What follows belongs to an exercise in optimizing a design on an open flow for small area and a short achievable clock period; a production flow would make more cautious choices.
Only simulation tests tie the RTL to the original design; equivalence was not proved.

==> flow/design.v (excerpt) <==
module ENIGMA(
	clk,
	rst_n,
	in_valid,
	in_valid_2,
	crypt_mode,
	code_in,
	out_code,
	out_valid
);
clock: 15.0 ns
lec_check: 0
abc_area: 1
cap_margin: 20
core_margin: 2
core_utilization: 25
place_density: 0.4
slew_margin: 20
standard.sh (not shown) runs the stock make flow with config.mk's settings and CLKGATE_MAP_FILE= SYNTH_SCRIPT=/design/flow/synth_recipe.tcl, a recipe that flattens the netlist after the stock synthesis.
==> flow/flow/run.sh <==
#!/bin/bash
set -euo pipefail
bash standard.sh finish SETUP_SLACK_MARGIN=9 > make_finish.log 2>&1
The baseline produced a clean layout.
Next try:
==> flow/run.sh (new file) <==
#!/bin/bash
# synth_recipe.tcl (not shown) runs the flow's synth.tcl, then flattens the netlist and writes it again
# the make line also repeats each setting of config.mk as NAME=value (left out here)
make -C /OpenROAD-flow-scripts/flow DESIGN_CONFIG=/design/flow/config.mk WORK_HOME=/design/flow/orfs CLKGATE_MAP_FILE= SYNTH_SCRIPT=/design/flow/synth_recipe.tcl finish
ABC_AREA = default   (was 1)
removed: flow/flow/run.sh
removed: flow/standard.sh
The changed run went through all stages and came out clean.
Clock skew climbs by 56 ps.
Sequential share of layout area is higher by 3.4 points.
Wire length is higher by a quarter to a third.
Synthesized area goes up by a few percent.
Utilization decreases by 5.5 points.
Setup slack loses 5300 ps.
Non-clock buffer count goes down by 248.
Design area falls by roughly a tenth.
Die area rose by a few percent.
Next try:
==> flow/flow/run.sh (new file) <==
#!/bin/bash
set -euo pipefail
bash standard.sh finish SETUP_SLACK_MARGIN=11 > make_finish.log 2>&1
==> flow/standard.sh (new file) <==
#!/bin/bash
# synth_recipe.tcl (not shown) runs the flow's synth.tcl, then flattens the netlist and writes it again
# the make line also repeats each setting of config.mk as NAME=value (left out here)
make -C /OpenROAD-flow-scripts/flow DESIGN_CONFIG=/design/flow/config.mk WORK_HOME=/design/flow/orfs CLKGATE_MAP_FILE= SYNTH_SCRIPT=/design/flow/synth_recipe.tcl "${@:-finish}"
ABC_AREA = 1   (was default)
removed: flow/run.sh
=>
- The changed run passed the timing, design-rule and antenna checks
- synthesized area falls by about 6%
Next try:
==> flow/run.sh (new file) <==
#!/bin/bash
# synth_recipe.tcl (not shown) runs the flow's synth.tcl, then flattens the netlist and writes it again
# the make line also repeats each setting of config.mk as NAME=value (left out here)
make -C /OpenROAD-flow-scripts/flow DESIGN_CONFIG=/design/flow/config.mk WORK_HOME=/design/flow/orfs CLKGATE_MAP_FILE= SYNTH_SCRIPT=/design/flow/synth_recipe.tcl finish
SETUP_SLACK_MARGIN = 5   (was default)
removed: flow/flow/run.sh
removed: flow/standard.sh
Outcome: Sequential share of layout area increases by 6.0 points. Via count decreases by 11%. Clock-buffer cell count increases by 2. Routed wire length decreases by 17%. First-iteration DRC count decreases by 32%. Setup slack got worse by 1800 ps. Maximum frequency decreases by 18%.

* * *

Another version of the RTL of ENIGMA (not shown whole).
Size in the first run: roughly 4500 cells after synthesis, roughly 890 flip-flops, ~18 I/O pins, ~43000 um2 of cells after synthesis.
Settings: LEC_CHECK=0, CAP_MARGIN=20, CORE_MARGIN=2, CORE_UTILIZATION=45, CTS_CLUSTER_DIAMETER=100, CTS_CLUSTER_SIZE=24, PLACE_DENSITY=0.6, SLEW_MARGIN=20, TNS_END_PERCENT=5; clock period 15.0 ns.
==> flow/flow/run.sh <==
#!/bin/bash
set -euo pipefail
bash standard.sh finish SETUP_SLACK_MARGIN=11 > make_finish.log 2>&1
Next try:
==> flow/flow/run.sh (replaced) <==
#!/bin/bash
set -euo pipefail
bash standard.sh finish SETUP_SLACK_MARGIN=10 > make_finish.log 2>&1
- CORE_UTILIZATION: 45 -> 25
- CTS_CLUSTER_DIAMETER: 100 -> not set
- CTS_CLUSTER_SIZE: 24 -> not set
- PLACE_DENSITY: 0.6 -> 0.4
Result: The changed run passed the timing, design-rule and antenna checks; die area rose by 79%; cell area went up by 4.0%; via count is lower by 3.7%.
Next try:
==> flow/flow/run.sh (replaced) <==
#!/bin/bash
set -euo pipefail
bash standard.sh finish SETUP_SLACK_MARGIN=11 > make_finish.log 2>&1
- CORE_UTILIZATION: 25 -> 45
- PLACE_DENSITY: 0.4 -> 0.6
First-iteration DRC count increases by 43%.
Synthesized area is unchanged.
Next try:
==> flow/flow/run.sh (replaced) <==
#!/bin/bash
set -euo pipefail
bash standard.sh finish SETUP_SLACK_MARGIN=10 > make_finish.log 2>&1
- CTS_CLUSTER_DIAMETER: not set -> 100
- CTS_CLUSTER_SIZE: not set -> 24
After rerunning: Global-route usage grows by 0.18 points. Via count shrinks by 2.1%. Area after synthesis is unchanged. Cell area shrinks by 7.3%. Worst hold slack degrades by 0.0033 ns. Final cell count shrinks by 3.5%. Clock skew grows by 0.0087 ns. Wire length grows by 0.69%.
Next try:
- CORE_UTILIZATION: 45 -> 60
- CTS_CLUSTER_DIAMETER: 100 -> not set
- CTS_CLUSTER_SIZE: 24 -> not set
- PLACE_DENSITY: 0.6 -> 0.75
After rerunning: The changed run went through all stages and came out clean; final cell count went down by 4.1%; area after synthesis is unchanged; fmax came out lower by 3.2%; non-clock buffer count went down by 20; final area grows by 1.9%; worst setup slack loses 0.17 ns; register-to-register slack degrades by 0.17 ns.
Next try:
- CORE_UTILIZATION: 60 -> 45
- PLACE_DENSITY: 0.75 -> 0.6
Clock-buffer cell count climbs by 1.
Final area is higher by 1.4%.
Synthesized area does not change.
Wire length is higher by 6.3%.
Cell count climbs by 6.1%.
First-iteration DRC count decreases by 12%.

* * *

== v1 ==
The RTL this note starts from:
==> flow/design.v <==
module ENIGMA(
	clk,
	rst_n,
	in_valid,
	in_valid_2,
	crypt_mode,
	code_in,
	out_code,
	out_valid
);
input clk;
input rst_n;
input in_valid;
input in_valid_2;
input crypt_mode;
input [5:0] code_in;
output reg out_valid;
output reg [5:0] out_code;
integer i, g, k;
function [2:0] grp_src;
	input [2:0] ty;
	input [2:0] p;
	begin
		case (ty)
			3'd1: grp_src = p ^ 3'd1;
			3'd2: grp_src = p ^ 3'd2;
			3'd3: grp_src = (p == 3'd0 || p == 3'd7) ? p : (p <= 3'd3 ? p + 3'd3 : p - 3'd3);
			3'd4: grp_src = p ^ 3'd4;
			3'd5: grp_src = (p == 3'd3 || p == 3'd4) ? p : (p <= 3'd2 ? p + 3'd5 : p - 3'd5);
			3'd6: case (p)
					3'd0: grp_src = 3'd6; 3'd1: grp_src = 3'd7; 3'd2: grp_src = 3'd3; 3'd3: grp_src = 3'd2;
					3'd4: grp_src = 3'd5; 3'd5: grp_src = 3'd4; 3'd6: grp_src = 3'd0; default: grp_src = 3'd1;
				  endcase
			3'd7: grp_src = 3'd7 - p;
			default: grp_src = p;
		endcase
	end
endfunction
reg iv, iv2;
reg cm;
reg [5:0] code;
always @(posedge clk or negedge rst_n) begin
	if (!rst_n) begin
		iv  <= 1'b0;
		iv2 <= 1'b0;
	end else begin
		iv  <= in_valid;
		iv2 <= in_valid_2;
	end
end
always @(posedge clk) begin
	cm   <= crypt_mode;
	code <= code_in;
end
reg [6:0] cnt;
reg mode;
always @(posedge clk or negedge rst_n) begin
	if (!rst_n) cnt <= 7'd0;
	else if (iv) cnt <= cnt + 7'd1;
	else cnt <= 7'd0;
end
always @(posedge clk or negedge rst_n) begin
	if (!rst_n) mode <= 1'b0;
	else if (iv && cnt == 7'd0) mode <= cm;
end
reg [5:0] ra [0:63];         
reg [5:0] rb [0:63];         
wire loadA = iv & ~cnt[6];
always @(posedge clk) begin
	for (i = 0; i < 63; i = i + 1)
		ra[i] <= ra[i + 1];
	ra[63] <= loadA ? code : ra[0];
end
always @(posedge clk) begin
	for (g = 0; g < 8; g = g + 1) begin
		for (k = 0; k < 7; k = k + 1)
			rb[8 * g + k] <= rb[8 * g + k + 1];
		rb[8 * g + 7] <= (iv && cnt[6] && cnt[5:3] == g) ? code : rb[8 * g];
	end
end
reg [5:0] ro_lag;
reg [1:0] sh_r;
reg [2:0] pt [0:7];          
reg [2:0] qt [0:7];          
wire [5:0] ro_off = ro_lag + 6'd1 + {4'd0, sh_r};
reg v1;
always @(posedge clk or negedge rst_n) begin
	if (!rst_n) v1 <= 1'b0;
	else v1 <= iv2;
end
wire [5:0] w = code - ro_off;
wire [3:0] wb = w[5:2];
wire [3:0] wb1 = w[5:2] - 4'd1;
reg [5:0] win [0:7];         
reg [5:0] cand [0:3];        
always @(*) begin
	for (k = 0; k < 4; k = k + 1) begin
		win[4 + k] = ra[{wb, k[1:0]}];
		win[k]     = ra[{wb1, k[1:0]}];
	end
end
always @(posedge clk) begin
	for (k = 0; k < 4; k = k + 1)
		cand[k] <= win[{1'b1, w[1:0]} - k];
end
wire [5:0] s2 = cand[sh_r];
reg [5:0] bg [0:7];
always @(*) begin
	for (k = 0; k < 8; k = k + 1)
		bg[k] = rb[{s2[5:3], k[2:0]}];
end
reg [2:0] bs [0:3];
always @(*) begin
	for (k = 0; k < 4; k = k + 1)
		bs[k] = pt[cand[k][2:0]];
end
wire [2:0] bslot = bs[sh_r];
wire [5:0] s3 = bg[bslot];
wire [5:0] s4 = ~s3;
wire [63:0] hit;
genvar gi;
generate for (gi = 0; gi < 64; gi = gi + 1) begin : cam_b
	assign hit[gi] = (rb[gi] == s4);
end endgenerate
reg [7:0] hit_slot;
reg [7:0] hit_grp;
reg [2:0] s5lo;
always @(*) begin
	for (k = 0; k < 8; k = k + 1) begin
		hit_slot[k] = hit[k] | hit[8 + k] | hit[16 + k] | hit[24 + k] |
		              hit[32 + k] | hit[40 + k] | hit[48 + k] | hit[56 + k];
		hit_grp[k]  = |hit[8 * k +: 8];
	end
	s5lo = 3'd0;
	for (k = 0; k < 8; k = k + 1)
		s5lo = s5lo | ({3{hit_slot[k]}} & qt[k]);
end
wire [2:0] s5hi = {hit_grp[4] | hit_grp[5] | hit_grp[6] | hit_grp[7],
                   hit_grp[2] | hit_grp[3] | hit_grp[6] | hit_grp[7],
                   hit_grp[1] | hit_grp[3] | hit_grp[5] | hit_grp[7]};
wire [5:0] s5 = {s5hi, s5lo};
wire [1:0] sh = mode ? s5[1:0] : s2[1:0];
wire [2:0] ty = mode ? s4[2:0] : s3[2:0];
always @(posedge clk) begin
	if (iv) begin
		ro_lag <= 6'd63;
		sh_r   <= 2'd0;
		for (k = 0; k < 8; k = k + 1) begin
			pt[k] <= k;
			qt[k] <= k;
		end
	end else begin
		ro_lag <= ro_off;
		sh_r   <= v1 ? sh : 2'd0;
		for (k = 0; k < 8; k = k + 1) begin
			pt[k] <= (v1 ? pt[grp_src(ty, k)] : pt[k]) - 3'd1;
			qt[k] <= v1 ? grp_src(ty, qt[(k + 1) % 8]) : qt[(k + 1) % 8];
		end
	end
end
reg v2;
reg [5:0] s5_r;
reg [5:0] off_r;
always @(posedge clk or negedge rst_n) begin
	if (!rst_n) v2 <= 1'b0;
	else v2 <= v1;
end
always @(posedge clk) begin
	s5_r  <= s5;
	off_r <= ro_off + 6'd1;
end
reg [5:0] hitA;
always @(*) begin
	hitA = 6'd0;
	for (k = 0; k < 64; k = k + 1)
		if (ra[k] == s5_r) hitA = hitA | k;
end
wire [5:0] s6 = hitA + off_r;
always @(posedge clk or negedge rst_n) begin
	if (!rst_n) begin
		out_valid <= 1'b0;
		out_code  <= 6'd0;
	end else begin
		out_valid <= v2;
		out_code  <= v2 ? s6 : 6'd0;
	end
end
endmodule
Settings: LEC_CHECK=0, CAP_MARGIN=20, CORE_MARGIN=2, CORE_UTILIZATION=25, PLACE_DENSITY=0.4, SLEW_MARGIN=20, TNS_END_PERCENT=1; clock period 15.0 ns.
==> flow/flow/run.sh <==
#!/bin/bash
set -euo pipefail
bash standard.sh finish SETUP_SLACK_MARGIN=10.5 > make_finish.log 2>&1
diff inputs: v1 => v24
# v1
export LEC_CHECK = 0
export CAP_MARGIN = 20
export CORE_MARGIN = 2
export CORE_UTILIZATION = 25
export PLACE_DENSITY = 0.4
export SLEW_MARGIN = 20
export TNS_END_PERCENT = 1
create_clock -name core_clock -period 15.0 [get_ports {clk}]
# v24
export LEC_CHECK = 0
export CAP_MARGIN = 20
export CORE_MARGIN = 2
export CORE_UTILIZATION = 25
export PLACE_DENSITY = 0.4
export SLEW_MARGIN = 20
export TNS_END_PERCENT = 5
create_clock -name core_clock -period 15.0 [get_ports {clk}]
==> flow/flow/run.sh <==
#!/bin/bash
set -euo pipefail
bash standard.sh finish SETUP_SLACK_MARGIN=10 > make_finish.log 2>&1
Findings:
- Lower first-pass iteration count of the detailed router was reported by v1, not v24.
- Looking at design area, v24 sits 0.71% lower than v1 does.
- In the flow results for v24 and v1, the first-pass GRT wire length is smaller on v24.
- Comparing v24 and v1, the lower number of buffers outside the clock class in the layout is on v24.
Changes in v41 relative to v24:
# v24
export LEC_CHECK = 0
export CAP_MARGIN = 20
export CORE_MARGIN = 2
export CORE_UTILIZATION = 25
export PLACE_DENSITY = 0.4
export SLEW_MARGIN = 20
export TNS_END_PERCENT = 5
create_clock -name core_clock -period 15.0 [get_ports {clk}]
# v41
export LEC_CHECK = 0
export CAP_MARGIN = 20
export CORE_MARGIN = 2
export CORE_UTILIZATION = 45
export PLACE_DENSITY = 0.6
export SLEW_MARGIN = 20
export TNS_END_PERCENT = 5
create_clock -name core_clock -period 15.0 [get_ports {clk}]
[summary]
- Against v24, count of clock-net buffers in the final layout in v41 fell by more than 10%.
- When the final numbers for v24 and v41 were put side by side, the layout overhead on the synthesized area turned out to be greater in v24.
- | die outline area | v41 vs v24 | about 44% lower |
- [compare] base=v24 new=v41: core footprint now sits lower, number of non-clock buffers in the layout now sits lower, slack of the critical path now sits higher, clock period minus worst slack now sits lower.
- Between v24 and v41, the sequential share of layout area is lower for v24.
- Number of clock buffers inserted by TritonCTS ends up higher on v24.
- Of v41 and v24, it is v41 that has the lower post-route fraction of the period consumed by the critical path.
Setup changes, v41 to v12
# v41
export LEC_CHECK = 0
export CAP_MARGIN = 20
export CORE_MARGIN = 2
export CORE_UTILIZATION = 45
export PLACE_DENSITY = 0.6
export SLEW_MARGIN = 20
export TNS_END_PERCENT = 5
create_clock -name core_clock -period 15.0 [get_ports {clk}]
# v12
export LEC_CHECK = 0
export CAP_MARGIN = 20
export CORE_MARGIN = 2
export CORE_UTILIZATION = 25
export PLACE_DENSITY = 0.4
export SLEW_MARGIN = 20
create_clock -name core_clock -period 15.0 [get_ports {clk}]
==> flow/flow/run.sh <==
#!/bin/bash
set -euo pipefail
bash standard.sh finish SETUP_SLACK_MARGIN=11.5 > make_finish.log 2>&1
--- outcome ---
v41 reports its critical path endpoint as out_code[5] while v12 reports s5_r[1]. Summary of v12 over v41: largest net degree at the start of global routing lower, initial core utilization fell by 20 points.
Inputs modified between v12 and v57:
# v12
export LEC_CHECK = 0
export CAP_MARGIN = 20
export CORE_MARGIN = 2
export CORE_UTILIZATION = 25
export PLACE_DENSITY = 0.4
export SLEW_MARGIN = 20
create_clock -name core_clock -period 15.0 [get_ports {clk}]
# v57
export LEC_CHECK = 0
export CAP_MARGIN = 20
export CORE_MARGIN = 2
export CORE_UTILIZATION = 25
export PLACE_DENSITY = 0.4
export SETUP_SLACK_MARGIN = 5
export SLEW_MARGIN = 20
create_clock -name core_clock -period 15.0 [get_ports {clk}]
==> flow/run.sh (new file) <==
#!/bin/bash
# synth_recipe.tcl (not shown) runs the flow's synth.tcl, then flattens the netlist and writes it again
# the make line also repeats each setting of config.mk as NAME=value (left out here)
make -C /OpenROAD-flow-scripts/flow DESIGN_CONFIG=/design/flow/config.mk WORK_HOME=/design/flow/orfs CLKGATE_MAP_FILE= SYNTH_SCRIPT=/design/flow/synth_recipe.tcl finish
removed: flow/flow/run.sh
removed: flow/standard.sh
[summary]
- Looking only at post-layout utilization of the core, and setting everything else aside, the lower value of v12 and v57 goes to v57.
- In the flow results for v12 and v57, the initial detailed-routing violation count is larger on v12.
- The lower share of layout cells above drive strength 1 came out of v57.

-- port drivers added, routing unchanged --
The flow's constraints put no driver on any port. The routed layouts listed below were extracted and timed again, unchanged, in two steps. Step 1 assumes that a clkbuf_16 drives the clock port and a buf_2 every other input. Step 2 times the ports against the registers' clock, not the clock port: input delays grow and output delays shrink by t, the midpoint of the rising clock arrivals with the driver on. Three values: ideal ports, drivers, drivers and shift; two values: the first two.
run	t, ns	setup WS [ns]	worst data-port slew with drivers (ns)
the first run of note 1	0.822	7.087 / 7.087 / 7.087	0.05
the second run of note 1	0.839	1.789 / 1.789 / 1.789	0.05
the third run of note 1	0.838	7.115 / 7.115 / 7.115	0.06
the fourth run of note 1	0.816	5.350 / 5.350 / 5.350	0.04
the first run of note 2	0.726	10.056 / 10.056 / 10.056	0.05
the second run of note 2	0.824	9.900 / 9.900 / 9.900	0.04
the third run of note 2	0.773	10.116 / 10.116 / 10.116	0.05
the fourth run of note 2	0.740	9.956 / 9.956 / 9.956	0.15
the fifth run of note 2	0.738	9.789 / 9.789 / 9.789	0.05
the sixth run of note 2	0.764	9.896 / 9.896 / 9.896	0.15
v1	0.809	9.578 / 9.578 / 9.578	0.04
v24	0.803	9.581 / 9.581 / 9.581	0.04
v41	0.770	9.643 / 9.643 / 9.643	0.05
v12	0.809	9.599 / 9.599 / 9.599	0.04
v57	0.802	7.011 / 7.011 / 7.011	0.04
After both steps setup and hold are still met in every run listed.
